This design comes from an exercise in tuning for small area and a short achievable clock period on the open sky130 flow, not from production work. In this exercise RTL edits were held to simulation tests only and were not proved equivalent to the original. Power and IR drop assume default switching activity.

## config.mk

```make
export PLATFORM = sky130hd
export DESIGN_NAME = DSP
export DESIGN_NICKNAME = DSP
export VERILOG_FILES = /design/flow/design.v
export SDC_FILE = /design/flow/constraint.sdc
export NUM_CORES = 4
export LEC_CHECK = 0
export CAP_MARGIN = 20
export CORE_MARGIN = 2
export CORE_UTILIZATION = 60
export CTS_BUF_LIST = sky130_fd_sc_hd__clkbuf_8
export CTS_CLUSTER_DIAMETER = 60
export CTS_CLUSTER_SIZE = 16
export SETUP_SLACK_MARGIN = 4.5
export SLEW_MARGIN = 20
export SYNTH_HIERARCHICAL = 1
export SYNTH_MINIMUM_KEEP_SIZE = 0
```

## constraint.sdc

```tcl
create_clock -name core_clock -period 7.0 [get_ports {clk}]
set_input_delay 1.4000 -clock core_clock [delete_from_list [all_inputs] [get_ports {clk}]]
set_output_delay 1.4000 -clock core_clock [all_outputs]
set_load 0.01 [all_outputs]
```

## design.v

```verilog
module fa (input a, input b, input c, output s, output co);
    assign s  = a ^ b ^ c;
    assign co = (a & b) | (a & c) | (b & c);
endmodule
module xn2 (input a, input b, output y);
    assign y = ~(a ^ b);
endmodule
module or2 (input a, input b, output y);
    assign y = a | b;
endmodule
module fa1 (input a, input b, output s, output co);
    xn2 u_s (.a(a), .b(b), .y(s));
    or2 u_c (.a(a), .b(b), .y(co));
endmodule
module ha (input a, input b, output s, output co);
    assign s  = a ^ b;
    assign co = a & b;
endmodule
module ks18 (input [17:0] a, input [17:0] b, output [17:0] s);
    localparam W = 18;
    localparam L = 5;
    wire [W-1:0] g [0:L];
    wire [W-1:0] p [0:L];
    assign g[0] = a & b;
    assign p[0] = a ^ b;
    genvar l, i;
    generate for (l = 0; l < L; l = l + 1) begin : g_l
        for (i = 0; i < W; i = i + 1) begin : g_i
            if (i >= (1 << l)) begin : g_m
                assign g[l+1][i] = g[l][i] | (p[l][i] & g[l][i-(1<<l)]);
                assign p[l+1][i] = p[l][i] & p[l][i-(1<<l)];
            end else begin : g_k
                assign g[l+1][i] = g[l][i];
                assign p[l+1][i] = p[l][i];
            end
        end
    end endgenerate
    assign s = p[0] ^ {g[L][W-2:0], 1'b0};
endmodule
module DSP (a,b,c,d,clk,rst_n,p);
    parameter OPERATION = "ADD" ;
    input [17:0] a,b,d;
    input [47:0] c;
    input clk,rst_n;
    output reg [47:0] p;
    wire [19:0] ax = {2'b00, a};
    reg [8:0] bo, bt, bn;
    reg bz;
    reg [17:0] s1;
    wire [17:0] s0;
    ks18 u_pre (.a(b), .b(d), .s(s0));
    reg [115:0] x;
    wire [115:0] xe = x;
    reg [47:0] r0;
    reg [47:8] r1;
    reg rc;
    wire [47:0] cd = {c[47:36] - 12'd1, c[35:0]};
    wire [115:0] xn;
    wire [8:0] nn = ~bn;
    wire [18:0] sx = {1'b0, s1};
    wire [18:0] sy = {s1, 1'b0};
    wire [17:0] pz = {18{bz}} & s1;
    wire [18:0] pp0 = (({19{bo[0]}} & sx) | ({19{bt[0]}} & sy)) ^ {19{bn[0]}};
    wire [18:0] pp1 = (({19{bo[1]}} & sx) | ({19{bt[1]}} & sy)) ^ {19{bn[1]}};
    wire [18:0] pp2 = (({19{bo[2]}} & sx) | ({19{bt[2]}} & sy)) ^ {19{bn[2]}};
    wire [18:0] pp3 = (({19{bo[3]}} & sx) | ({19{bt[3]}} & sy)) ^ {19{bn[3]}};
    wire [18:0] pp4 = (({19{bo[4]}} & sx) | ({19{bt[4]}} & sy)) ^ {19{bn[4]}};
    wire [18:0] pp5 = (({19{bo[5]}} & sx) | ({19{bt[5]}} & sy)) ^ {19{bn[5]}};
    wire [18:0] pp6 = (({19{bo[6]}} & sx) | ({19{bt[6]}} & sy)) ^ {19{bn[6]}};
    wire [18:0] pp7 = (({19{bo[7]}} & sx) | ({19{bt[7]}} & sy)) ^ {19{bn[7]}};
    wire [18:0] pp8 = (({19{bo[8]}} & sx) | ({19{bt[8]}} & sy)) ^ {19{bn[8]}};
    wire hs1, hk1;
    wire fs1, fk1;
    wire hs2, hk2;
    wire fs2, fk2;
    wire fs3, fk3;
    wire fs4, fk4;
    wire hs3, hk3;
    wire fs5, fk5;
    wire fs6, fk6;
    wire fs7, fk7;
    wire fs8, fk8;
    wire hs4, hk4;
    wire fs9, fk9;
    wire fs10, fk10;
    wire fs11, fk11;
    wire fs12, fk12;
    wire fs13, fk13;
    wire fs14, fk14;
    wire hs5, hk5;
    wire fs15, fk15;
    wire fs16, fk16;
    wire fs17, fk17;
    wire fs18, fk18;
    wire fs19, fk19;
    wire fs20, fk20;
    wire fs21, fk21;
    wire hs6, hk6;
    wire fs22, fk22;
    wire fs23, fk23;
    wire fs24, fk24;
    wire fs25, fk25;
    wire fs26, fk26;
    wire fs27, fk27;
    wire fs28, fk28;
    wire fs29, fk29;
    wire fs30, fk30;
    wire gs1, gk1;
    wire fs31, fk31;
    wire fs32, fk32;
    wire hs7, hk7;
    wire gs2, gk2;
    wire fs33, fk33;
    wire fs34, fk34;
    wire fs35, fk35;
    wire fs36, fk36;
    wire fs37, fk37;
    wire gs3, gk3;
    wire fs38, fk38;
    wire fs39, fk39;
    wire fs40, fk40;
    wire fs41, fk41;
    wire hs8, hk8;
    wire gs4, gk4;
    wire fs42, fk42;
    wire hs9, hk9;
    wire fs43, fk43;
    wire fs44, fk44;
    wire gs5, gk5;
    wire fs45, fk45;
    wire fs46, fk46;
    wire fs47, fk47;
    wire gs6, gk6;
    wire fs48, fk48;
    wire fs49, fk49;
    wire hs10, hk10;
    wire gs7, gk7;
    wire hs11, hk11;
    wire fs50, fk50;
    wire gs8, gk8;
    wire fs51, fk51;
    wire gs9, gk9;
    wire hs12, hk12;
    wire hs13, hk13;
    wire hs14, hk14;
    wire fs52, fk52;
    wire hs15, hk15;
    wire fs53, fk53;
    wire fs54, fk54;
    wire fs55, fk55;
    wire fs56, fk56;
    wire fs57, fk57;
    wire hs16, hk16;
    wire fs58, fk58;
    wire fs59, fk59;
    wire hs17, hk17;
    wire fs60, fk60;
    wire fs61, fk61;
    wire fs62, fk62;
    wire hs18, hk18;
    wire fs63, fk63;
    wire fs64, fk64;
    wire fs65, fk65;
    wire fs66, fk66;
    wire fs67, fk67;
    wire fs68, fk68;
    wire fs69, fk69;
    wire fs70, fk70;
    wire fs71, fk71;
    wire fs72, fk72;
    wire fs73, fk73;
    wire fs74, fk74;
    wire hs19, hk19;
    wire fs75, fk75;
    wire fs76, fk76;
    wire fs77, fk77;
    wire fs78, fk78;
    wire fs79, fk79;
    wire fs80, fk80;
    wire fs81, fk81;
    wire fs82, fk82;
    wire fs83, fk83;
    wire fs84, fk84;
    wire fs85, fk85;
    wire hs20, hk20;
    wire fs86, fk86;
    wire fs87, fk87;
    wire fs88, fk88;
    wire fs89, fk89;
    wire fs90, fk90;
    wire fs91, fk91;
    wire hs21, hk21;
    wire hs22, hk22;
    wire hs23, hk23;
    wire hs24, hk24;
    wire hs25, hk25;
    wire fs92, fk92;
    wire fs93, fk93;
    wire fs94, fk94;
    wire fs95, fk95;
    wire hs26, hk26;
    wire fs96, fk96;
    wire hs27, hk27;
    wire fs97, fk97;
    wire fs98, fk98;
    wire fs99, fk99;
    wire fs100, fk100;
    wire fs101, fk101;
    wire fs102, fk102;
    wire fs103, fk103;
    wire fs104, fk104;
    wire fs105, fk105;
    wire hs28, hk28;
    wire fs106, fk106;
    wire hs29, hk29;
    wire fs107, fk107;
    wire hs30, hk30;
    wire fs108, fk108;
    wire hs31, hk31;
    wire fs109, fk109;
    wire hs32, hk32;
    wire fs110, fk110;
    wire hs33, hk33;
    wire fs111, fk111;
    wire hs34, hk34;
    wire hs35, hk35;
    wire hs36, hk36;
    wire hs37, hk37;
    wire hs38, hk38;
    wire fs112, fk112;
    wire fs113, fk113;
    wire fs114, fk114;
    wire fs115, fk115;
    wire fs116, fk116;
    wire fs117, fk117;
    wire fs118, fk118;
    wire fs119, fk119;
    wire fs120, fk120;
    wire fs121, fk121;
    wire fs122, fk122;
    wire fs123, fk123;
    wire fs124, fk124;
    wire fs125, fk125;
    wire fs126, fk126;
    wire fs127, fk127;
    wire fs128, fk128;
    wire fs129, fk129;
    wire fs130, fk130;
    wire fs131, fk131;
    wire fs132, fk132;
    wire fs133, fk133;
    wire fs134, fk134;
    wire fs135, fk135;
    wire hs39, hk39;
    wire hs40, hk40;
    wire hs41, hk41;
    wire hs42, hk42;
    wire hs43, hk43;
    wire hs44, hk44;
    wire fs136, fk136;
    wire fs137, fk137;
    wire fs138, fk138;
    wire fs139, fk139;
    wire fs140, fk140;
    wire fs141, fk141;
    wire fs142, fk142;
    wire fs143, fk143;
    wire fs144, fk144;
    wire fs145, fk145;
    wire fs146, fk146;
    wire fs147, fk147;
    wire fs148, fk148;
    wire fs149, fk149;
    wire fs150, fk150;
    wire fs151, fk151;
    wire fs152, fk152;
    wire fs153, fk153;
    wire fs154, fk154;
    wire fs155, fk155;
    wire fs156, fk156;
    wire fs157, fk157;
    wire fs158, fk158;
    wire fs159, fk159;
    wire fs160, fk160;
    wire fs161, fk161;
    wire fs162, fk162;
    wire fs163, fk163;
    wire fs164, fk164;
    wire fs165, fk165;
    wire fs166, fk166;
    wire fs167, fk167;
    wire fs168, fk168;
    wire hs45, hk45;
    ha h1 (.a(pp0[0]), .b(bn[0]), .s(hs1), .co(hk1));
    fa u1 (.a(pp0[2]), .b(pp1[0]), .c(bn[1]), .s(fs1), .co(fk1));
    ha h2 (.a(pp0[3]), .b(pp1[1]), .s(hs2), .co(hk2));
    fa u2 (.a(pp0[4]), .b(pp1[2]), .c(pp2[0]), .s(fs2), .co(fk2));
    fa u3 (.a(pp0[5]), .b(pp1[3]), .c(pp2[1]), .s(fs3), .co(fk3));
    fa u4 (.a(pp0[6]), .b(pp1[4]), .c(pp2[2]), .s(fs4), .co(fk4));
    ha h3 (.a(pp3[0]), .b(bn[3]), .s(hs3), .co(hk3));
    fa u5 (.a(pp0[7]), .b(pp1[5]), .c(pp2[3]), .s(fs5), .co(fk5));
    fa u6 (.a(pp0[8]), .b(pp1[6]), .c(pp2[4]), .s(fs6), .co(fk6));
    fa u7 (.a(pp3[2]), .b(pp4[0]), .c(bn[4]), .s(fs7), .co(fk7));
    fa u8 (.a(pp0[9]), .b(pp1[7]), .c(pp2[5]), .s(fs8), .co(fk8));
    ha h4 (.a(pp3[3]), .b(pp4[1]), .s(hs4), .co(hk4));
    fa u9 (.a(pp0[10]), .b(pp1[8]), .c(pp2[6]), .s(fs9), .co(fk9));
    fa u10 (.a(pp3[4]), .b(pp4[2]), .c(pp5[0]), .s(fs10), .co(fk10));
    fa u11 (.a(pp0[11]), .b(pp1[9]), .c(pp2[7]), .s(fs11), .co(fk11));
    fa u12 (.a(pp3[5]), .b(pp4[3]), .c(pp5[1]), .s(fs12), .co(fk12));
    fa u13 (.a(pp0[12]), .b(pp1[10]), .c(pp2[8]), .s(fs13), .co(fk13));
    fa u14 (.a(pp3[6]), .b(pp4[4]), .c(pp5[2]), .s(fs14), .co(fk14));
    ha h5 (.a(pp6[0]), .b(bn[6]), .s(hs5), .co(hk5));
    fa u15 (.a(pp0[13]), .b(pp1[11]), .c(pp2[9]), .s(fs15), .co(fk15));
    fa u16 (.a(pp3[7]), .b(pp4[5]), .c(pp5[3]), .s(fs16), .co(fk16));
    fa u17 (.a(pp0[14]), .b(pp1[12]), .c(pp2[10]), .s(fs17), .co(fk17));
    fa u18 (.a(pp3[8]), .b(pp4[6]), .c(pp5[4]), .s(fs18), .co(fk18));
    fa u19 (.a(pp6[2]), .b(pp7[0]), .c(bn[7]), .s(fs19), .co(fk19));
    fa u20 (.a(pp0[15]), .b(pp1[13]), .c(pp2[11]), .s(fs20), .co(fk20));
    fa u21 (.a(pp3[9]), .b(pp4[7]), .c(pp5[5]), .s(fs21), .co(fk21));
    ha h6 (.a(pp6[3]), .b(pp7[1]), .s(hs6), .co(hk6));
    fa u22 (.a(pp0[16]), .b(pp1[14]), .c(pp2[12]), .s(fs22), .co(fk22));
    fa u23 (.a(pp3[10]), .b(pp4[8]), .c(pp5[6]), .s(fs23), .co(fk23));
    fa u24 (.a(pp6[4]), .b(pp7[2]), .c(pp8[0]), .s(fs24), .co(fk24));
    fa u25 (.a(pp0[17]), .b(pp1[15]), .c(pp2[13]), .s(fs25), .co(fk25));
    fa u26 (.a(pp3[11]), .b(pp4[9]), .c(pp5[7]), .s(fs26), .co(fk26));
    fa u27 (.a(pp6[5]), .b(pp7[3]), .c(pp8[1]), .s(fs27), .co(fk27));
    fa u28 (.a(pp0[18]), .b(pp1[16]), .c(pp2[14]), .s(fs28), .co(fk28));
    fa u29 (.a(pp3[12]), .b(pp4[10]), .c(pp5[8]), .s(fs29), .co(fk29));
    fa u30 (.a(pp6[6]), .b(pp7[4]), .c(pp8[2]), .s(fs30), .co(fk30));
    fa1 v1 (.a(nn[0]), .b(pp1[17]), .s(gs1), .co(gk1));
    fa u31 (.a(pp2[15]), .b(pp3[13]), .c(pp4[11]), .s(fs31), .co(fk31));
    fa u32 (.a(pp5[9]), .b(pp6[7]), .c(pp7[5]), .s(fs32), .co(fk32));
    ha h7 (.a(pp8[3]), .b(pz[1]), .s(hs7), .co(hk7));
    fa1 v2 (.a(pp1[18]), .b(pp2[16]), .s(gs2), .co(gk2));
    fa u33 (.a(pp3[14]), .b(pp4[12]), .c(pp5[10]), .s(fs33), .co(fk33));
    fa u34 (.a(pp6[8]), .b(pp7[6]), .c(pp8[4]), .s(fs34), .co(fk34));
    fa u35 (.a(nn[1]), .b(pp2[17]), .c(pp3[15]), .s(fs35), .co(fk35));
    fa u36 (.a(pp4[13]), .b(pp5[11]), .c(pp6[9]), .s(fs36), .co(fk36));
    fa u37 (.a(pp7[7]), .b(pp8[5]), .c(pz[3]), .s(fs37), .co(fk37));
    fa1 v3 (.a(pp2[18]), .b(pp3[16]), .s(gs3), .co(gk3));
    fa u38 (.a(pp4[14]), .b(pp5[12]), .c(pp6[10]), .s(fs38), .co(fk38));
    fa u39 (.a(pp7[8]), .b(pp8[6]), .c(pz[4]), .s(fs39), .co(fk39));
    fa u40 (.a(nn[2]), .b(pp3[17]), .c(pp4[15]), .s(fs40), .co(fk40));
    fa u41 (.a(pp5[13]), .b(pp6[11]), .c(pp7[9]), .s(fs41), .co(fk41));
    ha h8 (.a(pp8[7]), .b(pz[5]), .s(hs8), .co(hk8));
    fa1 v4 (.a(pp3[18]), .b(pp4[16]), .s(gs4), .co(gk4));
    fa u42 (.a(pp5[14]), .b(pp6[12]), .c(pp7[10]), .s(fs42), .co(fk42));
    ha h9 (.a(pp8[8]), .b(pz[6]), .s(hs9), .co(hk9));
    fa u43 (.a(nn[3]), .b(pp4[17]), .c(pp5[15]), .s(fs43), .co(fk43));
    fa u44 (.a(pp6[13]), .b(pp7[11]), .c(pp8[9]), .s(fs44), .co(fk44));
    fa1 v5 (.a(pp4[18]), .b(pp5[16]), .s(gs5), .co(gk5));
    fa u45 (.a(pp6[14]), .b(pp7[12]), .c(pp8[10]), .s(fs45), .co(fk45));
    fa u46 (.a(nn[4]), .b(pp5[17]), .c(pp6[15]), .s(fs46), .co(fk46));
    fa u47 (.a(pp7[13]), .b(pp8[11]), .c(pz[9]), .s(fs47), .co(fk47));
    fa1 v6 (.a(pp5[18]), .b(pp6[16]), .s(gs6), .co(gk6));
    fa u48 (.a(pp7[14]), .b(pp8[12]), .c(pz[10]), .s(fs48), .co(fk48));
    fa u49 (.a(nn[5]), .b(pp6[17]), .c(pp7[15]), .s(fs49), .co(fk49));
    ha h10 (.a(pp8[13]), .b(pz[11]), .s(hs10), .co(hk10));
    fa1 v7 (.a(pp6[18]), .b(pp7[16]), .s(gs7), .co(gk7));
    ha h11 (.a(pp8[14]), .b(pz[12]), .s(hs11), .co(hk11));
    fa u50 (.a(nn[6]), .b(pp7[17]), .c(pp8[15]), .s(fs50), .co(fk50));
    fa1 v8 (.a(pp7[18]), .b(pp8[16]), .s(gs8), .co(gk8));
    fa u51 (.a(nn[7]), .b(pp8[17]), .c(pz[15]), .s(fs51), .co(fk51));
    fa1 v9 (.a(pp8[18]), .b(pz[16]), .s(gs9), .co(gk9));
    ha h12 (.a(nn[8]), .b(pz[17]), .s(hs12), .co(hk12));
    ha h13 (.a(hk1), .b(pp0[1]), .s(hs13), .co(hk13));
    ha h14 (.a(fk1), .b(hs2), .s(hs14), .co(hk14));
    fa u52 (.a(hk2), .b(fs2), .c(bn[2]), .s(fs52), .co(fk52));
    ha h15 (.a(fk2), .b(fs3), .s(hs15), .co(hk15));
    fa u53 (.a(fk3), .b(fs4), .c(hs3), .s(fs53), .co(fk53));
    fa u54 (.a(fk4), .b(hk3), .c(fs5), .s(fs54), .co(fk54));
    fa u55 (.a(fk5), .b(fs6), .c(fs7), .s(fs55), .co(fk55));
    fa u56 (.a(fk6), .b(fk7), .c(fs8), .s(fs56), .co(fk56));
    fa u57 (.a(fk8), .b(hk4), .c(fs9), .s(fs57), .co(fk57));
    ha h16 (.a(fs10), .b(bn[5]), .s(hs16), .co(hk16));
    fa u58 (.a(fk9), .b(fk10), .c(fs11), .s(fs58), .co(fk58));
    fa u59 (.a(fk11), .b(fk12), .c(fs13), .s(fs59), .co(fk59));
    ha h17 (.a(fs14), .b(hs5), .s(hs17), .co(hk17));
    fa u60 (.a(fk13), .b(fk14), .c(hk5), .s(fs60), .co(fk60));
    fa u61 (.a(fs15), .b(fs16), .c(pp6[1]), .s(fs61), .co(fk61));
    fa u62 (.a(fk15), .b(fk16), .c(fs17), .s(fs62), .co(fk62));
    ha h18 (.a(fs18), .b(fs19), .s(hs18), .co(hk18));
    fa u63 (.a(fk17), .b(fk18), .c(fk19), .s(fs63), .co(fk63));
    fa u64 (.a(fs20), .b(fs21), .c(hs6), .s(fs64), .co(fk64));
    fa u65 (.a(fk20), .b(fk21), .c(hk6), .s(fs65), .co(fk65));
    fa u66 (.a(fs22), .b(fs23), .c(fs24), .s(fs66), .co(fk66));
    fa u67 (.a(fk22), .b(fk23), .c(fk24), .s(fs67), .co(fk67));
    fa u68 (.a(fs25), .b(fs26), .c(fs27), .s(fs68), .co(fk68));
    fa u69 (.a(fk25), .b(fk26), .c(fk27), .s(fs69), .co(fk69));
    fa u70 (.a(fs28), .b(fs29), .c(fs30), .s(fs70), .co(fk70));
    fa u71 (.a(fk28), .b(fk29), .c(fk30), .s(fs71), .co(fk71));
    fa u72 (.a(gs1), .b(fs31), .c(fs32), .s(fs72), .co(fk72));
    fa u73 (.a(gk1), .b(fk31), .c(fk32), .s(fs73), .co(fk73));
    fa u74 (.a(hk7), .b(gs2), .c(fs33), .s(fs74), .co(fk74));
    ha h19 (.a(fs34), .b(pz[2]), .s(hs19), .co(hk19));
    fa u75 (.a(gk2), .b(fk33), .c(fk34), .s(fs75), .co(fk75));
    fa u76 (.a(fs35), .b(fs36), .c(fs37), .s(fs76), .co(fk76));
    fa u77 (.a(fk35), .b(fk36), .c(fk37), .s(fs77), .co(fk77));
    fa u78 (.a(gs3), .b(fs38), .c(fs39), .s(fs78), .co(fk78));
    fa u79 (.a(gk3), .b(fk38), .c(fk39), .s(fs79), .co(fk79));
    fa u80 (.a(fs40), .b(fs41), .c(hs8), .s(fs80), .co(fk80));
    fa u81 (.a(fk40), .b(fk41), .c(hk8), .s(fs81), .co(fk81));
    fa u82 (.a(gs4), .b(fs42), .c(hs9), .s(fs82), .co(fk82));
    fa u83 (.a(gk4), .b(fk42), .c(hk9), .s(fs83), .co(fk83));
    fa u84 (.a(fs43), .b(fs44), .c(pz[7]), .s(fs84), .co(fk84));
    fa u85 (.a(fk43), .b(fk44), .c(gs5), .s(fs85), .co(fk85));
    ha h20 (.a(fs45), .b(pz[8]), .s(hs20), .co(hk20));
    fa u86 (.a(gk5), .b(fk45), .c(fs46), .s(fs86), .co(fk86));
    fa u87 (.a(fk46), .b(fk47), .c(gs6), .s(fs87), .co(fk87));
    fa u88 (.a(gk6), .b(fk48), .c(fs49), .s(fs88), .co(fk88));
    fa u89 (.a(fk49), .b(hk10), .c(gs7), .s(fs89), .co(fk89));
    fa u90 (.a(gk7), .b(hk11), .c(fs50), .s(fs90), .co(fk90));
    fa u91 (.a(fk50), .b(gs8), .c(pz[14]), .s(fs91), .co(fk91));
    ha h21 (.a(gk8), .b(fs51), .s(hs21), .co(hk21));
    ha h22 (.a(fk51), .b(gs9), .s(hs22), .co(hk22));
    ha h23 (.a(gk9), .b(hs12), .s(hs23), .co(hk23));
    ha h24 (.a(xe[22]), .b(xe[23]), .s(hs24), .co(hk24));
    ha h25 (.a(xe[26]), .b(xe[27]), .s(hs25), .co(hk25));
    fa u92 (.a(xe[29]), .b(xe[30]), .c(xe[31]), .s(fs92), .co(fk92));
    fa u93 (.a(xe[33]), .b(xe[34]), .c(xe[35]), .s(fs93), .co(fk93));
    fa u94 (.a(xe[37]), .b(xe[38]), .c(xe[39]), .s(fs94), .co(fk94));
    fa u95 (.a(xe[41]), .b(xe[42]), .c(xe[43]), .s(fs95), .co(fk95));
    ha h26 (.a(xe[44]), .b(xe[45]), .s(hs26), .co(hk26));
    fa u96 (.a(xe[46]), .b(xe[47]), .c(xe[48]), .s(fs96), .co(fk96));
    ha h27 (.a(xe[49]), .b(cd[17]), .s(hs27), .co(hk27));
    fa u97 (.a(xe[50]), .b(xe[51]), .c(xe[52]), .s(fs97), .co(fk97));
    fa u98 (.a(xe[53]), .b(xe[54]), .c(cd[18]), .s(fs98), .co(fk98));
    fa u99 (.a(xe[55]), .b(xe[56]), .c(xe[57]), .s(fs99), .co(fk99));
    fa u100 (.a(xe[58]), .b(xe[59]), .c(cd[19]), .s(fs100), .co(fk100));
    fa u101 (.a(xe[60]), .b(xe[61]), .c(xe[62]), .s(fs101), .co(fk101));
    fa u102 (.a(xe[63]), .b(xe[64]), .c(cd[20]), .s(fs102), .co(fk102));
    fa u103 (.a(xe[65]), .b(xe[66]), .c(xe[67]), .s(fs103), .co(fk103));
    fa u104 (.a(xe[68]), .b(xe[69]), .c(cd[21]), .s(fs104), .co(fk104));
    fa u105 (.a(xe[70]), .b(xe[71]), .c(xe[72]), .s(fs105), .co(fk105));
    ha h28 (.a(xe[73]), .b(cd[22]), .s(hs28), .co(hk28));
    fa u106 (.a(xe[74]), .b(xe[75]), .c(xe[76]), .s(fs106), .co(fk106));
    ha h29 (.a(xe[77]), .b(cd[23]), .s(hs29), .co(hk29));
    fa u107 (.a(xe[78]), .b(xe[79]), .c(xe[80]), .s(fs107), .co(fk107));
    ha h30 (.a(xe[81]), .b(cd[24]), .s(hs30), .co(hk30));
    fa u108 (.a(xe[82]), .b(xe[83]), .c(xe[84]), .s(fs108), .co(fk108));
    ha h31 (.a(xe[85]), .b(cd[25]), .s(hs31), .co(hk31));
    fa u109 (.a(xe[86]), .b(xe[87]), .c(xe[88]), .s(fs109), .co(fk109));
    ha h32 (.a(xe[89]), .b(cd[26]), .s(hs32), .co(hk32));
    fa u110 (.a(xe[90]), .b(xe[91]), .c(xe[92]), .s(fs110), .co(fk110));
    ha h33 (.a(xe[93]), .b(cd[27]), .s(hs33), .co(hk33));
    fa u111 (.a(xe[94]), .b(xe[95]), .c(xe[96]), .s(fs111), .co(fk111));
    ha h34 (.a(xe[97]), .b(xe[98]), .s(hs34), .co(hk34));
    ha h35 (.a(xe[100]), .b(xe[101]), .s(hs35), .co(hk35));
    ha h36 (.a(xe[103]), .b(xe[104]), .s(hs36), .co(hk36));
    ha h37 (.a(xe[11]), .b(xe[12]), .s(hs37), .co(hk37));
    ha h38 (.a(xe[14]), .b(xe[15]), .s(hs38), .co(hk38));
    fa u112 (.a(xe[16]), .b(xe[17]), .c(xe[18]), .s(fs112), .co(fk112));
    fa u113 (.a(xe[19]), .b(xe[20]), .c(xe[21]), .s(fs113), .co(fk113));
    fa u114 (.a(xe[24]), .b(xe[25]), .c(cd[11]), .s(fs114), .co(fk114));
    fa u115 (.a(xe[28]), .b(cd[12]), .c(hk24), .s(fs115), .co(fk115));
    fa u116 (.a(xe[32]), .b(cd[13]), .c(hk25), .s(fs116), .co(fk116));
    fa u117 (.a(xe[36]), .b(cd[14]), .c(fk92), .s(fs117), .co(fk117));
    fa u118 (.a(xe[40]), .b(cd[15]), .c(fk93), .s(fs118), .co(fk118));
    fa u119 (.a(cd[16]), .b(fk94), .c(fs95), .s(fs119), .co(fk119));
    fa u120 (.a(fk95), .b(hk26), .c(fs96), .s(fs120), .co(fk120));
    fa u121 (.a(fk96), .b(hk27), .c(fs97), .s(fs121), .co(fk121));
    fa u122 (.a(fk97), .b(fk98), .c(fs99), .s(fs122), .co(fk122));
    fa u123 (.a(fk99), .b(fk100), .c(fs101), .s(fs123), .co(fk123));
    fa u124 (.a(fk101), .b(fk102), .c(fs103), .s(fs124), .co(fk124));
    fa u125 (.a(fk103), .b(fk104), .c(fs105), .s(fs125), .co(fk125));
    fa u126 (.a(fk105), .b(hk28), .c(fs106), .s(fs126), .co(fk126));
    fa u127 (.a(fk106), .b(hk29), .c(fs107), .s(fs127), .co(fk127));
    fa u128 (.a(fk107), .b(hk30), .c(fs108), .s(fs128), .co(fk128));
    fa u129 (.a(fk108), .b(hk31), .c(fs109), .s(fs129), .co(fk129));
    fa u130 (.a(fk109), .b(hk32), .c(fs110), .s(fs130), .co(fk130));
    fa u131 (.a(cd[28]), .b(fk110), .c(hk33), .s(fs131), .co(fk131));
    fa u132 (.a(xe[99]), .b(cd[29]), .c(fk111), .s(fs132), .co(fk132));
    fa u133 (.a(xe[102]), .b(cd[30]), .c(hk34), .s(fs133), .co(fk133));
    fa u134 (.a(xe[105]), .b(cd[31]), .c(hk35), .s(fs134), .co(fk134));
    fa u135 (.a(xe[106]), .b(xe[107]), .c(cd[32]), .s(fs135), .co(fk135));
    ha h39 (.a(xe[108]), .b(xe[109]), .s(hs39), .co(hk39));
    ha h40 (.a(xe[110]), .b(xe[111]), .s(hs40), .co(hk40));
    ha h41 (.a(xe[112]), .b(xe[113]), .s(hs41), .co(hk41));
    ha h42 (.a(xe[114]), .b(xe[115]), .s(hs42), .co(hk42));
    ha h43 (.a(xe[2]), .b(xe[3]), .s(hs43), .co(hk43));
    ha h44 (.a(xe[4]), .b(cd[3]), .s(hs44), .co(hk44));
    fa u136 (.a(xe[5]), .b(xe[6]), .c(cd[4]), .s(fs136), .co(fk136));
    fa u137 (.a(xe[7]), .b(xe[8]), .c(cd[5]), .s(fs137), .co(fk137));
    fa u138 (.a(xe[9]), .b(xe[10]), .c(cd[6]), .s(fs138), .co(fk138));
    fa u139 (.a(xe[13]), .b(cd[7]), .c(hs37), .s(fs139), .co(fk139));
    fa u140 (.a(cd[8]), .b(hk37), .c(hs38), .s(fs140), .co(fk140));
    fa u141 (.a(cd[9]), .b(hk38), .c(fs112), .s(fs141), .co(fk141));
    fa u142 (.a(cd[10]), .b(fk112), .c(fs113), .s(fs142), .co(fk142));
    fa u143 (.a(hs24), .b(fk113), .c(fs114), .s(fs143), .co(fk143));
    fa u144 (.a(hs25), .b(fk114), .c(fs115), .s(fs144), .co(fk144));
    fa u145 (.a(fs92), .b(fk115), .c(fs116), .s(fs145), .co(fk145));
    fa u146 (.a(fs93), .b(fk116), .c(fs117), .s(fs146), .co(fk146));
    fa u147 (.a(fs94), .b(fk117), .c(fs118), .s(fs147), .co(fk147));
    fa u148 (.a(hs26), .b(fk118), .c(fs119), .s(fs148), .co(fk148));
    fa u149 (.a(hs27), .b(fk119), .c(fs120), .s(fs149), .co(fk149));
    fa u150 (.a(fs98), .b(fk120), .c(fs121), .s(fs150), .co(fk150));
    fa u151 (.a(fs100), .b(fk121), .c(fs122), .s(fs151), .co(fk151));
    fa u152 (.a(fs102), .b(fk122), .c(fs123), .s(fs152), .co(fk152));
    fa u153 (.a(fs104), .b(fk123), .c(fs124), .s(fs153), .co(fk153));
    fa u154 (.a(hs28), .b(fk124), .c(fs125), .s(fs154), .co(fk154));
    fa u155 (.a(hs29), .b(fk125), .c(fs126), .s(fs155), .co(fk155));
    fa u156 (.a(hs30), .b(fk126), .c(fs127), .s(fs156), .co(fk156));
    fa u157 (.a(hs31), .b(fk127), .c(fs128), .s(fs157), .co(fk157));
    fa u158 (.a(hs32), .b(fk128), .c(fs129), .s(fs158), .co(fk158));
    fa u159 (.a(hs33), .b(fk129), .c(fs130), .s(fs159), .co(fk159));
    fa u160 (.a(fs111), .b(fk130), .c(fs131), .s(fs160), .co(fk160));
    fa u161 (.a(hs34), .b(fk131), .c(fs132), .s(fs161), .co(fk161));
    fa u162 (.a(hs35), .b(fk132), .c(fs133), .s(fs162), .co(fk162));
    fa u163 (.a(hs36), .b(fk133), .c(fs134), .s(fs163), .co(fk163));
    fa u164 (.a(hk36), .b(fk134), .c(fs135), .s(fs164), .co(fk164));
    fa u165 (.a(cd[33]), .b(fk135), .c(hs39), .s(fs165), .co(fk165));
    fa u166 (.a(cd[34]), .b(hk39), .c(hs40), .s(fs166), .co(fk166));
    fa u167 (.a(cd[35]), .b(hk40), .c(hs41), .s(fs167), .co(fk167));
    fa u168 (.a(cd[36]), .b(hk41), .c(hs42), .s(fs168), .co(fk168));
    ha h45 (.a(cd[37]), .b(hk42), .s(hs45), .co(hk45));
    assign xn[0] = hs1;
    assign xn[1] = hs13;
    assign xn[2] = hk13;
    assign xn[3] = fs1;
    assign xn[4] = hs14;
    assign xn[5] = hk14;
    assign xn[6] = fs52;
    assign xn[7] = fk52;
    assign xn[8] = hs15;
    assign xn[9] = hk15;
    assign xn[10] = fs53;
    assign xn[11] = fk53;
    assign xn[12] = fs54;
    assign xn[13] = pp3[1];
    assign xn[14] = fk54;
    assign xn[15] = fs55;
    assign xn[16] = fk55;
    assign xn[17] = fs56;
    assign xn[18] = hs4;
    assign xn[19] = fk56;
    assign xn[20] = fs57;
    assign xn[21] = hs16;
    assign xn[22] = fk57;
    assign xn[23] = hk16;
    assign xn[24] = fs58;
    assign xn[25] = fs12;
    assign xn[26] = fk58;
    assign xn[27] = fs59;
    assign xn[28] = hs17;
    assign xn[29] = fk59;
    assign xn[30] = hk17;
    assign xn[31] = fs60;
    assign xn[32] = fs61;
    assign xn[33] = fk60;
    assign xn[34] = fk61;
    assign xn[35] = fs62;
    assign xn[36] = hs18;
    assign xn[37] = fk62;
    assign xn[38] = hk18;
    assign xn[39] = fs63;
    assign xn[40] = fs64;
    assign xn[41] = fk63;
    assign xn[42] = fk64;
    assign xn[43] = fs65;
    assign xn[44] = fs66;
    assign xn[45] = bn[8];
    assign xn[46] = fk65;
    assign xn[47] = fk66;
    assign xn[48] = fs67;
    assign xn[49] = fs68;
    assign xn[50] = fk67;
    assign xn[51] = fk68;
    assign xn[52] = fs69;
    assign xn[53] = fs70;
    assign xn[54] = pz[0];
    assign xn[55] = fk69;
    assign xn[56] = fk70;
    assign xn[57] = fs71;
    assign xn[58] = fs72;
    assign xn[59] = hs7;
    assign xn[60] = fk71;
    assign xn[61] = fk72;
    assign xn[62] = fs73;
    assign xn[63] = fs74;
    assign xn[64] = hs19;
    assign xn[65] = fk73;
    assign xn[66] = fk74;
    assign xn[67] = hk19;
    assign xn[68] = fs75;
    assign xn[69] = fs76;
    assign xn[70] = fk75;
    assign xn[71] = fk76;
    assign xn[72] = fs77;
    assign xn[73] = fs78;
    assign xn[74] = fk77;
    assign xn[75] = fk78;
    assign xn[76] = fs79;
    assign xn[77] = fs80;
    assign xn[78] = fk79;
    assign xn[79] = fk80;
    assign xn[80] = fs81;
    assign xn[81] = fs82;
    assign xn[82] = fk81;
    assign xn[83] = fk82;
    assign xn[84] = fs83;
    assign xn[85] = fs84;
    assign xn[86] = fk83;
    assign xn[87] = fk84;
    assign xn[88] = fs85;
    assign xn[89] = hs20;
    assign xn[90] = fk85;
    assign xn[91] = hk20;
    assign xn[92] = fs86;
    assign xn[93] = fs47;
    assign xn[94] = fk86;
    assign xn[95] = fs87;
    assign xn[96] = fs48;
    assign xn[97] = fk87;
    assign xn[98] = fs88;
    assign xn[99] = hs10;
    assign xn[100] = fk88;
    assign xn[101] = fs89;
    assign xn[102] = hs11;
    assign xn[103] = fk89;
    assign xn[104] = fs90;
    assign xn[105] = pz[13];
    assign xn[106] = fk90;
    assign xn[107] = fs91;
    assign xn[108] = fk91;
    assign xn[109] = hs21;
    assign xn[110] = hk21;
    assign xn[111] = hs22;
    assign xn[112] = hk22;
    assign xn[113] = hs23;
    assign xn[114] = hk23;
    assign xn[115] = hk12;
    wire [47:0] r0n = {cd[47], cd[46], cd[45], cd[44], cd[43], cd[42], cd[41], cd[40], cd[39], cd[38], fk168, fk167, fk166, fk165, fk164, fk163, fk162, fk161, fk160, fk159, fk158, fk157, fk156, fk155, fk154, fk153, fk152, fk151, fk150, fk149, fk148, fk147, fk146, fk145, fk144, fk143, fk142, fk141, fk140, fk139, fk138, fk137, fk136, hk44, hk43, cd[2], xe[1], xe[0]};
    wire [47:0] r1n = {1'b0, 1'b0, 1'b0, 1'b0, 1'b0, 1'b0, 1'b0, 1'b0, 1'b0, hk45, hs45, fs168, fs167, fs166, fs165, fs164, fs163, fs162, fs161, fs160, fs159, fs158, fs157, fs156, fs155, fs154, fs153, fs152, fs151, fs150, fs149, fs148, fs147, fs146, fs145, fs144, fs143, fs142, fs141, fs140, fs139, fs138, fs137, fs136, hs44, hs43, cd[1], cd[0]};
    always @(posedge clk) s1 <= s0;
    wire [8:0] lo = r0n[7:0] + r1n[7:0];
    wire [40:0] hi = {r0[47:8], 1'b1} + {r1[47:8], rc};
    always @(posedge clk or negedge rst_n) begin
        if (!rst_n) begin
            bo <= 0; bt <= 0; bn <= 0; bz <= 0;
            x <= 116'b00101010100100100100100100010010001000100010001000001100000000000000000000000000000000000000000000000000000000000000; r0 <= 0; r1 <= 0; rc <= 0; p <= 0;
        end else begin
            bo[0] <= ax[0] ^ 1'b0;
            bt[0] <= (ax[1] & ~ax[0] & ~1'b0) | (~ax[1] & ax[0] & 1'b0);
            bn[0] <= ax[1];
            bo[1] <= ax[2] ^ ax[1];
            bt[1] <= (ax[3] & ~ax[2] & ~ax[1]) | (~ax[3] & ax[2] & ax[1]);
            bn[1] <= ax[3];
            bo[2] <= ax[4] ^ ax[3];
            bt[2] <= (ax[5] & ~ax[4] & ~ax[3]) | (~ax[5] & ax[4] & ax[3]);
            bn[2] <= ax[5];
            bo[3] <= ax[6] ^ ax[5];
            bt[3] <= (ax[7] & ~ax[6] & ~ax[5]) | (~ax[7] & ax[6] & ax[5]);
            bn[3] <= ax[7];
            bo[4] <= ax[8] ^ ax[7];
            bt[4] <= (ax[9] & ~ax[8] & ~ax[7]) | (~ax[9] & ax[8] & ax[7]);
            bn[4] <= ax[9];
            bo[5] <= ax[10] ^ ax[9];
            bt[5] <= (ax[11] & ~ax[10] & ~ax[9]) | (~ax[11] & ax[10] & ax[9]);
            bn[5] <= ax[11];
            bo[6] <= ax[12] ^ ax[11];
            bt[6] <= (ax[13] & ~ax[12] & ~ax[11]) | (~ax[13] & ax[12] & ax[11]);
            bn[6] <= ax[13];
            bo[7] <= ax[14] ^ ax[13];
            bt[7] <= (ax[15] & ~ax[14] & ~ax[13]) | (~ax[15] & ax[14] & ax[13]);
            bn[7] <= ax[15];
            bo[8] <= ax[16] ^ ax[15];
            bt[8] <= (ax[17] & ~ax[16] & ~ax[15]) | (~ax[17] & ax[16] & ax[15]);
            bn[8] <= ax[17];
            bz <= a[17];
            x  <= xn;
            r0 <= {r0n[47:8], lo[7:0]};
            r1 <= r1n[47:8];
            rc <= lo[8];
            p  <= {hi[40:1], r0[7:0]};
        end
    end
endmodule
```

## flow/run.sh

```bash
#!/bin/bash
# Standard ORFS layout (the standard.sh, unchanged synthesis), except:
# - the input and output ports are buffered with a plain buf_1 instead of the
#   delay-type buffer that buffer_ports picks by default;
# - clock tree synthesis inserts no dummy load cells.
set -euo pipefail
bash standard.sh \
  "BUFFER_PORTS_ARGS=-buffer_cell sky130_fd_sc_hd__buf_1" \
  "CTS_ARGS=-sink_clustering_enable -repair_clock_nets -sink_clustering_size 16 -sink_clustering_max_diameter 60 -buf_list sky130_fd_sc_hd__clkbuf_8 -dont_use_dummy_load" \
  finish > orfs_make.log 2>&1
```

## standard.sh

```bash
#!/bin/bash
# synth_recipe.tcl (not shown) runs the flow's synth.tcl, then flattens the netlist and writes it again
# the make line also repeats each setting of config.mk as NAME=value (left out here)
make -C /OpenROAD-flow-scripts/flow DESIGN_CONFIG=/design/flow/config.mk WORK_HOME=/design/flow/orfs CLKGATE_MAP_FILE= SYNTH_SCRIPT=/design/flow/synth_recipe.tcl "${@:-finish}"
```

==> metrics.md, run 1 <==
| Metric | Value |
|---|---|
| XOR/XNOR Fraction of Synth Area | 12.4% |
| # H-tree levels | 1 |
| Worst Hold Slack | 0.330 ns |
| First-pass detailed-route iteration total | 7 |
| CP Max Fanout | 1 |
| Fin. Hold Viols | 0 |
| #FFs+latches synth | 289 |
| Largest net degree at the start of global routing | 68 |
| Worst-path clk slew | 0.10 ns |
| MaxCap Viol Count | 0 |
| CP arrival | 1.09 ns |
| Largest family of logic cells by synthesized area | adder cells |
| Synth Cell Area | 17900 µm² |
| Compound-Gate Fraction of Synth Area | 12.6% |
| Yosys warns | 8 |
| Delay-heaviest family, CP | flip-flops |
| DR iter-0 viols | 1148 |
| CP Depth | 1 |
| Headroom to the max-slew limit | 43.6% |
| Vias per cell | 5.88 |
| LEAKAGE | 7.90 nW |
| Net switching power | 3.86 mW |
| CP Class | reg -> out |
| Row count | 63 |
| CTS tree | built |
| Core region area | 29500 µm² |
| First-pass GRT wire length | 63400 µm |
| I/O Pins | 152 |
| Setup Slack @ Placement | 3.92 ns |
| Vias | 11.6k |
| Setup ws final | 4.51 ns |
| Antenna viol nets, final | 0 |
| Comb power frac | 57.7% |
| Global Route Usage Sum | 26.2% |
| Top-area cell type share of the netlist area | 35.5% |
| Worst flop-to-flop path endpoint | x[69] |
| Most numerous cell in the Yosys netlist | dfrtp_1 |
| R2R cell count | 4 |
| Root buffer cell | clkbuf_8 |
| Startpoint Class | flip-flop |
| Fmax | 401 MHz |
| Reg2reg start | bt[8] |
| Final nets | 1956 |
| Crit path to | p[2] |
| CTS Sinks | 289 |
| Floorplan die area | 31200 µm² |
| Routed WL | 39900 µm |
| Buffer depth of the longest clock path | 3 |
| Synth top area cells | dfrtp_1 (35%), fa_1 (19%), xnor2_1 (10%) |
| Hold path depth | 0 |
| Synth Instances | 1486 |
| Synth Net Count | 1863 |
| Syn avg cell area | 12.1 µm² |
| Adder-Cell Fraction of Synth Area | 26.2% |
| Final setup viols | 0 |
| Sw Ratio | 42.8% |
| Register area share after synthesis | 40.0% |
| Flop2flop setup slack | 4.61 ns |
| Count of cell types in the netlist | 63 |
| Commonest cells in the synthesized netlist | dfrtp_1 (254), xnor2_1 (209), fa_1 (171) |
| Gr ovfl total | 0 |
| Post-synth top flop | dfrtp_1 |
| Internal power | 5.17 mW |
| Post-Synth Simple-Gate Area | 5.88% |
| Routed len/inst | 20.3 µm |
| Power per Cell Area | 462 nW/µm² |
| Area grow syn2layout | 9.07% |
| Critical path endpoint category | output pin |
| DRC errors left | 0 |
| Fin. max-slew vios | 0 |
| CP peak stage delay | 0.39 ns |
| Worst EP required | 5.60 ns |
| Total CTS buffers | 24 |
| Worst path bufs/invs | 1 |
| CP Cell Sequence | buf_6 |
| Worst slew pin tran | 0.845 ns |
| HPWL after DPL | 29100 µm |
| Fillers | 2298 |
| CP startpoint | p[2] |
| RSZ-0062 raised after global routing | true |
| Yosys top cell by area | dfrtp_1 |
| Setup TNS Final | 0 ns |
| Worst min-delay path class | reg -> reg |
| Peak VDD IR | 0.196 mV |
| Ys async rst share | 93.8% |
| Clk_skew | 0.0555 ns |
| EDFF count, synth | 0 |
| Die width | 177 µm |
| Routability Congestion | 0.913 |
| PortBufs | 151 |
| Die Y-Extent | 177 µm |
| Mux cell area share after synthesis | 0.175% |
| Slowest cell on crit path | dfrtp_1 |
| Seq pwr share | 33.4% |
| Vias in the first global route | 11.6k |
| Initial core utilization | 60.8% |
| Power share of the clock group | 8.9% |
| Status | no timing/DRC/antenna violations |
| Share of cells above drive strength 1 | 12.4% |
| Final period utilization | 35.6% |
| Antenna cell count | 0 |
| Tmin final | 2.49 ns |
| Initial antenna violation count | 0 |
| Worst-Skew Late Latency | 0.58 ns |
## power groups by stage
stage / registers, mW / clock network [mW] / logic (mW)
after floorplan: 2.83 / 0 / 3.64
after global placement: 3.02 / 0 / 4.91
after detailed placement: 3.04 / 0 / 5.10
after CTS: 3.00 / 0.833 / 5.13
after global routing: 3.08 / 0.902 / 5.88
final: 3.01 / 0.805 / 5.21
## repair_timing
| action | CTS | global route |
|---|---|---|
| pin swaps | 1 | 9 |
| setup endpoints to repair | 57 | 90 |
| hold buffers | 0 | 0 |
| buffers inserted | 2 | 2 |
| gates resized for setup | 23 | 66 |
## layout by cell type (no fill, tap or decap), types with 16 or more instances in the layout
cell type / n
a21oi_1: 47
a22oi_1: 153
and2_1: 24
buf_1: 121
clkbuf_2: 27
clkbuf_8: 24
dfrtp_1: 234
dfrtp_2: 20
dfstp_2: 17
dfxtp_2: 16
fa_1: 158
ha_1: 82
ha_4: 20
inv_1: 28
nand2_1: 68
nand3_1: 17
nor2_1: 33
o21ai_0: 35
xnor2_1: 209
xor2_1: 44
## cells by family (layout without fill, tap and decap cells)
logic type | Yosys count | after routing
adder cells (fa/ha/maj) | 273 | 273
multiplexers | 3 | 3
buffers and inverters | 127 | 218
XOR/XNOR | 253 | 253
flip-flops | 289 | 289
AND/OR/NAND/NOR | 210 | 210
AO/OA/AOI/OAI | 331 | 331
## registers in the layout, indices dropped and copies added (netlist names)
| name | flops |
|---|---|
| x | 116 |
| r1 | 31 |
| r0 | 48 |
| bo | 9 |
| p | 48 |
| s1 | 18 |
| rc | 1 |
| bn | 9 |
| bt | 9 |
## stage by stage
step                      util (%)  instances  power [mW]  area, µm²
after floorplan                  -       1486        6.46      18300
after global placement        64.5       1939        7.92      19000
after detailed placement      64.5       1939        8.13      19000
after CTS                     65.8       1965        8.97      19400
after global routing          66.3       1967        9.87      19500
final                         66.3       1967        9.02      19500
## layer usage
layer	track usage (%)	wire (µm)	up-vias
met5	0	0	-
met2	38.9	17600	466
met1	40.2	18300	5783
li1	-	-	5264
met4	5.44	646	0
met3	5.48	3440	54
## Yosys stat by module (local to each module, per instance), excerpt
module / cells / times used / area, µm²
DSP: 1138 / 1 / 13000
or2: 1 / 9 / 6.26
ks18: 117 / 1 / 845
xn2: 1 / 9 / 8.76
fa: 1 / 168 / 20.0
ha: 1 / 45 / 12.5
## worst min-delay path by stage
| stage | start | endpoint | slack (ns) |
|---|---|---|---|
| 3_5_place_dp | r0[0] | p[0] | 0.34 |
| 2_1_floorplan | r0[0] | p[0] | 0.33 |
| 4_1_cts | r0[3] | p[3] | 0.33 |
| 6_report | r0[3] | p[3] | 0.33 |
| 3_3_place_gp | r0[0] | p[0] | 0.33 |
| 5_1_grt | r0[3] | p[3] | 0.33 |
## area by class of cell
| type | count | area [µm²] | area share (%) |
|---|---|---|---|
| repair buffers | 166 | 732 | 3.75 |
| flip-flops and latches | 289 | 7210 | 36.9 |
| multi-input cells | 1070 | 10700 | 54.6 |
| inverters | 28 | 105 | 0.538 |
| well taps | 390 | 488 | 2.50 |
| clock buffers | 24 | 330 | 1.69 |
==> run 2: changes to the inputs <==
--- a/config.mk
+++ b/config.mk
@@ -15,3 +15,4 @@
 export SLEW_MARGIN = 20
 export SYNTH_HIERARCHICAL = 1
 export SYNTH_MINIMUM_KEEP_SIZE = 0
+export TNS_END_PERCENT = 50
==> run 2 against run 1 <==
Compared with the run above: die area is the same; critical path depth is the same; synthesized cell count is the same; register-to-register slack lost 0.10 ns; setup slack lost 0.0017 ns; utilization shrank 0.48 points; clock power shrank 3.0%; area after synthesis is the same; routed wire length grew 0.39%; sequential share of layout area grew 0.26 points; non-clock buffer count shrank 1; largest power group unchanged; highest routed layer unchanged.
==> metrics.md, run 2 <==
| Metric | Value |
|---|---|
| Status | no timing/DRC/antenna violations |
| Worst path bufs/invs | 1 |
| CTS Sinks | 289 |
| Final Non-Filler Cells | 1965 |
| Gr ovfl total | 0 |
| Root buffer cell | clkbuf_8 |
| Initial core utilization | 60.8% |
| Worst min-delay path class | reg -> reg |
| RSZ-0062 raised after global routing | true |
| Multi-input logic area | 10600 µm² |
| Headroom to the max-slew limit | 45.5% |
| First-pass detailed-route iteration total | 6 |
| Critical path endpoint category | output pin |
| CP arrival | 1.09 ns |
| #FFs+latches synth | 289 |
| Die width | 177 µm |
| Peak VDD IR | 0.206 mV |
| Most frequent cells in the layout | dfrtp_1 (236), xnor2_1 (209), fa_1 (159), a22oi_1 (153), buf_1 (150) |
| Routed len/inst | 20.4 µm |
| Final setup viols | 0 |
| Final nets | 1954 |
| Worst-path clk slew | 0.10 ns |
| Worst flop-to-flop path endpoint | x[49] |
| Yosys top cell by area | dfrtp_1 |
| Synth Cell Area | 17900 µm² |
| Count of cell types in the netlist | 63 |
| Placed cells | 1940 |
| Final period utilization | 35.6% |
| Reg2reg start | bt[1] |
| Worst EP required | 5.60 ns |
| Antenna cell count | 0 |
| Top-area cell type share of the netlist area | 35.5% |
| Most numerous cell in the Yosys netlist | dfrtp_1 |
| Row count | 63 |
| Sequential cell area | 7210 µm² |
| Worst-Skew Late Latency | 0.57 ns |
| Yosys warns | 8 |
| Largest net degree at the start of global routing | 80 |
| Fin. Hold Viols | 0 |
| CTS tree | built |
| Floorplan die area | 31200 µm² |
| Vias per cell | 5.93 |
| Clk_skew | 0.0745 ns |
| DR iter-0 viols | 1006 |
| Final Instance Area | 19400 µm² |
| Biggest regs | x: 116 flops, p: 48 flops, r0: 48 flops |
| Synth Instances | 1486 |
| Post-synth top flop | dfrtp_1 |
| First-pass GRT wire length | 64400 µm |
| R2R cell count | 4 |
| Commonest cells in the synthesized netlist | dfrtp_1 (254), xnor2_1 (209), fa_1 (171) |
| Hold path depth | 0 |
| Total CTS buffers | 23 |
| Core region area | 29500 µm² |
| Syn avg cell area | 12.1 µm² |
| PortBufs | 151 |
| Synth Net Count | 1863 |
| Max reg flops | 116 |
| Register area share after synthesis | 40.0% |
| CP Max Fanout | 1 |
| Vias in the first global route | 11.7k |
| Fmax | 401 MHz |
| Die Y-Extent | 177 µm |
| Largest reg by FF count | x |
| Tmin final | 2.49 ns |
| Global Route Usage Sum | 26.4% |
| HPWL after DPL | 28900 µm |
| Vias | 11.6k |
| Area grow syn2layout | 8.29% |
| Antenna viol nets, final | 0 |
| I/O Pins | 152 |
| Hold Buf Count CTS | 0 |
| Startpoint Class | flip-flop |
| Core Util, Final | 65.8% |
| Setup TNS Final | 0 ns |
| Delay-heaviest family, CP | flip-flops |
| Worst slew pin tran | 0.818 ns |
| Slowest cell on crit path | dfrtp_1 |
| Fillers | 2329 |
| MaxCap Viol Count | 0 |
| Buffer depth of the longest clock path | 3 |
| Most common cell after layout, fill and taps aside | dfrtp_1 |
| Share of cells above drive strength 1 | 9.90% |
| Ys async rst share | 93.8% |
| Fin. max-slew vios | 0 |
| CP Class | reg -> out |
| Routability Congestion | 0.892 |
| Worst Hold Slack | 0.357 ns |
| Worst hold start | r0[1] |
| EDFF count, synth | 0 |
| Placed Area | 19000 µm² |
| Routed WL | 40100 µm |
| DRC errors left | 0 |
| # H-tree levels | 1 |
| Power per Cell Area | 460 nW/µm² |
| Synth top area cells | dfrtp_1 (35%), fa_1 (19%), xnor2_1 (10%) |
| Initial antenna violation count | 0 |
| CP Cell Sequence | buf_1 |
| CP peak stage delay | 0.39 ns |
| LEAKAGE | 7.80 nW |
| Flop2flop setup slack | 4.51 ns |
| Hold Path Sink | p[1] |
-- run 2: modules after synthesis (local to each module, per instance), a selection --
module	cells	times used	cell area, µm²
DSP	1138	1	13000
ks18	117	1	845
fa	1	168	20.0
ha	1	45	12.5
xn2	1	9	8.76
or2	1	9	6.26
-- run 2: report_power, final --
group | switching [mW] | internal, mW
Clock | 0.488 | 0.293
Combinational | 2.84 | 2.29
Sequential | 0.502 | 2.51
-- run 2: per-layer routing --
metal / track usage, % / wire length [µm]
met4: 6.89 / 721
met1: 41.1 / 18700
met3: 4.66 / 3190
met5: 0 / 0
met2: 38.6 / 17500
-- run 2: how the worst max path moves through the flow --
stage | from | to | cells past startpoint
6_report | p[0] | p[0] | 1
5_1_grt | bt[1] | x[49] | 4
4_1_cts | r0[8] | p[42] | 8
3_5_place_dp | rst_n | x[112] | 2
3_3_place_gp | rst_n | x[112] | 2
2_1_floorplan | c[4] | rc | 7
-- run 2: kinds of logic (layout without fill, tap and decap cells) --
| family | count (synthesis) | in the layout | share of synthesized area (%) |
|---|---|---|---|
| xor gates and xnor gates | 253 | 253 | 12.4 |
| DFF | 289 | 289 | 40.0 |
| adders and majority gates | 273 | 273 | 26.2 |
| muxes | 3 | 3 | 0.175 |
| and+or+nand+nor | 210 | 210 | 5.88 |
| buffers and inverters | 127 | 216 | 2.71 |
| AOI/OAI and AO/OA | 331 | 331 | 12.6 |
-- run 2: per-stage QoR --
stage	worst slack (ns)	power (mW)
floorplan	4.11	6.43
global placement	3.95	7.87
detailed placement	3.90	8.08
CTS	4.45	8.89
global route	4.38	9.78
finish	4.51	8.92
-- run 2: cell type report --
class	count	share of cell area (%)
Multi-Input combinational cell	1070	54.6
Sequential cell	289	37.2
Timing Repair Buffer	165	3.52
Tap cell	390	2.52
Clock buffer	23	1.63
Inverter	28	0.542
-- run 2: what timing repair did --
action / 4_1_cts / 5_1_grt
gates resized for setup: 22 / 32
pin swaps: 1 / 3
setup endpoints to repair: 47 / 241
setup buffers: 2 / 0
==> run 3: changes to the inputs <==
--- a/config.mk
+++ b/config.mk
@@ -11,8 +11,7 @@
 export CTS_BUF_LIST = sky130_fd_sc_hd__clkbuf_8
 export CTS_CLUSTER_DIAMETER = 60
 export CTS_CLUSTER_SIZE = 16
-export SETUP_SLACK_MARGIN = 4.5
+export SETUP_SLACK_MARGIN = 4.45
 export SLEW_MARGIN = 20
 export SYNTH_HIERARCHICAL = 1
 export SYNTH_MINIMUM_KEEP_SIZE = 0
-export TNS_END_PERCENT = 50
==> run 3 against run 2 <==
Compared with the run above: register-to-register slack hardly changed; non-clock buffer count is 2 lower; critical path type is now reg -> reg; still clean on timing, DRC and antenna; utilization is 0.25 points higher; sequential share of layout area is 0.16 points lower; critical endpoint is now x[49]; sequential power hardly changed; synthesized cell count stayed put; largest power group unchanged; sequential cell count stayed put; worst hold slack worse by 0.0046 ns; clock power is 3.1% higher; area after synthesis stayed put; largest cell class unchanged.
==> metrics.md, run 3 <==
| Metric | Value |
|---|---|
| Core region area | 29500 µm² |
| Power share of the clock group | 8.9% |
| Die width | 177 µm |
| Floorplan die area | 31200 µm² |
| Compound-Gate Fraction of Synth Area | 12.6% |
| CTS tree | built |
| I/O Pins | 152 |
| CP peak stage delay | 0.87 ns |
| Fmax | 400 MHz |
| Routed WL | 40300 µm |
| Synth Cell Area | 17900 µm² |
| Initial antenna violation count | 1 |
| Syn avg cell area | 12.1 µm² |
| Largest family of logic cells by synthesized area | adder cells |
| Critical path endpoint category | flip-flop |
| Routed len/inst | 20.5 µm |
| Setup ws final | 4.50 ns |
| Status | no timing/DRC/antenna violations |
| Area grow syn2layout | 8.70% |
| Vias per cell | 5.95 |
| Count of cell types in the netlist | 63 |
| Worst Hold Slack | 0.352 ns |
| Worst min-delay path class | reg -> reg |
| Initial core utilization | 60.8% |
| Power per Cell Area | 462 nW/µm² |
| Startpoint Class | flip-flop |
| CP Max Fanout | 19 |
| Routability Congestion | 0.895 |
| Worst slew pin tran | 0.863 ns |
| Worst-Skew Late Latency | 0.56 ns |
| Most numerous cell in the Yosys netlist | dfrtp_1 |
| Share of cells above drive strength 1 | 9.97% |
| DRC errors left | 0 |
| Most frequent cells in the layout | dfrtp_1 (238), xnor2_1 (209), fa_1 (160), a22oi_1 (153), buf_1 (150) |
| EDFF count, synth | 0 |
| Setup TNS Final | 0 ns |
| Final setup viols | 0 |
| Fin. max-slew vios | 0 |
| Yosys warns | 8 |
| Headroom to the max-slew limit | 42.4% |
| Slowest cell on crit path | dfxtp_1 |
| MaxCap Viol Count | 0 |
| Global Route Usage Sum | 26.6% |
| Vias in the first global route | 12.1k |
| CP startpoint | s1[0] |
| Most frequent CP cell | fa_1 |
| Row count | 63 |
| Max reg flops | 116 |
| Post-Synth Simple-Gate Area | 5.88% |
| Vias | 11.7k |
| Synth top area cells | dfrtp_1 (35%), fa_1 (19%), xnor2_1 (10%) |
| Placed cells | 1937 |
| Gr ovfl total | 0 |
| Commonest cells in the synthesized netlist | dfrtp_1 (254), xnor2_1 (209), fa_1 (171) |
| Final nets | 1953 |
| Mux cell area share after synthesis | 0.175% |
| LEAKAGE | 7.81 nW |
| Tmin final | 2.50 ns |
| Post-synth top flop | dfrtp_1 |
| Synth Net Count | 1863 |
| Delay-heaviest family, CP | adder cells |
| CP arrival | 2.92 ns |
| Biggest regs | x: 116 flops, p: 48 flops, r0: 48 flops |
| Adder-Cell Fraction of Synth Area | 26.2% |
| Worst EP required | 7.41 ns |
| Register area share after synthesis | 40.0% |
| Synth Instances | 1486 |
| Net switching power | 3.87 mW |
| Final period utilization | 35.8% |
| First-pass detailed-route iteration total | 8 |
| Worst hold start | r0[2] |
| Top-area cell type share of the netlist area | 35.5% |
| HPWL after DPL | 28800 µm |
| Reg2reg start | s1[0] |
| Largest net degree at the start of global routing | 159 |
| Fillers | 2250 |
| CP Class | reg -> reg |
| DR iter-0 viols | 1015 |
| RSZ-0062 raised after global routing | false |
| # H-tree levels | 1 |
| Comb power frac | 57.5% |
| Worst path bufs/invs | 0 |
| Seq pwr share | 33.5% |
| CP Cell Sequence | a22oi_1, xnor2_1, fa_1, fa_1 |
| Yosys top cell by area | dfrtp_1 |
| Clk_skew | 0.0347 ns |
| PortBufs | 151 |
| Ys async rst share | 93.8% |
| Most common cell after layout, fill and taps aside | dfrtp_1 |
| Die Y-Extent | 177 µm |
| Internal power | 5.14 mW |
| First-pass GRT wire length | 65000 µm |
| XOR/XNOR Fraction of Synth Area | 12.4% |
| Final Non-Filler Cells | 1964 |
| Fin. Hold Viols | 0 |
| Root buffer cell | clkbuf_8 |
| Largest reg by FF count | x |
| Antenna cell count | 0 |
| Worst-path clk slew | 0.10 ns |
| Antenna viol nets, final | 0 |
| #FFs+latches synth | 289 |
| Total power | 9.00 mW |
| CTS Sinks | 289 |
| Sw Ratio | 42.9% |
| Total CTS buffers | 24 |
| Peak VDD IR | 0.178 mV |
| Setup Slack @ Placement | 3.90 ns |
| Buffer depth of the longest clock path | 3 |
run 3: cell counts after synthesis:
Identical to the previous run, type by type.
run 3: kinds of logic after synthesis:
kind of cell,after synthesis
muxes,3
buffers and inverters,127
and+or+nand+nor,210
AOI/OAI and AO/OA,331
DFF,289
xor gates and xnor gates,253
adders and majority gates,273
run 3: worst register-to-register path, delay by kind of cell, from the launching register on:
| kind | cells | cell delay (ns) |
|---|---|---|
| XOR/XNOR | 1 | 0.27 |
| AO/OA/AOI/OAI | 1 | 0.19 |
| flip-flops | 1 | 0.87 |
| adder cells (fa/ha/maj) | 2 | 1.02 |
run 3: repair_timing:
| action | CTS | global route |
|---|---|---|
| endpoints found under the hold margin | 0 | 0 |
| pin swaps | 1 | 6 |
| hold buffers | 0 | 0 |
| setup endpoints to repair | 23 | 47 |
| setup buffers | 2 | 1 |
| resized for setup | 9 | 42 |
run 3: per-module statistics from Yosys (local to each module, per instance), excerpt:
module,area [µm²],flip-flops and latches,copies in the design,cells inside
DSP,13000,289,1,1138
or2,6.26,0,9,1
xn2,8.76,0,9,1
ha,12.5,0,45,1
ks18,845,0,1,117
fa,20.0,0,168,1
run 3: per-stage QoR:
step                      area, µm²  util [%]
after floorplan               18200         -
after global placement        19000      64.5
after detailed placement      19000      64.5
after CTS                     19400      65.7
after global routing          19500      66.0
final                         19500      66.0
run 3: path summary, 6_finish.rpt:
| check | end | slack [ns] | depth (start not counted) |
|---|---|---|---|
| max reg2reg | x[49] | 4.50 | 4 |
| min reg2reg | p[2] | 0.35 | 0 |
| max | x[49] | 4.50 | 4 |
| min in group asynchronous | p[8] | 0.94 | 1 |
| min | p[2] | 0.35 | 0 |
| max in group asynchronous | x[87] | 4.76 | 2 |
run 3: layer usage:
metal / wire (µm) / global-route usage, % / vias up
li1: - / - / 5248
met1: 18700 / 40.4 / 5853
met2: 17500 / 39.8 / 500
met3: 3170 / 5.07 / 77
met4: 922 / 6.75 / 0
met5: 0 / 0 / -
run 3: power by group through the flow:
stage | logic (mW) | registers, mW | clock network, mW
after global placement | 4.91 | 3.02 | 0
after global routing | 5.85 | 3.09 | 0.901
after detailed placement | 5.09 | 3.04 | 0
after CTS | 5.11 | 3.01 | 0.840
after floorplan | 3.63 | 2.83 | 0
final | 5.18 | 3.02 | 0.805
run 3: area by class of cell:
type,instances,area [µm²],area share [%]
clock buffers,24,330,1.70
inverters,28,105,0.540
repair buffers,163,681,3.50
flip-flops and latches,289,7200,37.0
well taps,390,488,2.51
multi-input cells,1070,10700,54.8

-- separate check: timing with driven ports --
Ports are ideal in the flow. The routed layouts listed here were re-timed in OpenROAD. Step 1 sets driving cells, clkbuf_16 on the clock port and buf_2 on the other inputs (assumed; they add their load-dependent delay and slew). Step 2, shift: input delay + t, output delay - t, t = (earliest + latest rising clock arrival at the registers) / 2. This alone moves slack from input paths to output paths. a / b / c = ideal ports / drivers / drivers and shift; a / b = the first two.
| run | shift t [ns] | setup slack, ns | pins driven straight from the clock port |
|---|---|---|---|
| run 1 | 0.597 | 4.507 / 4.460 / 3.937 | 1 |
| run 2 | 0.590 | 4.506 / 4.456 / 3.975 | 1 |
| run 3 | 0.599 | 4.497 / 4.457 / 3.929 | 1 |
After both steps setup and hold are still met in every run listed. For run 1, which loses most, drivers alone change the setup slack by -0.047 ns; drivers and shift together by -0.570 ns.
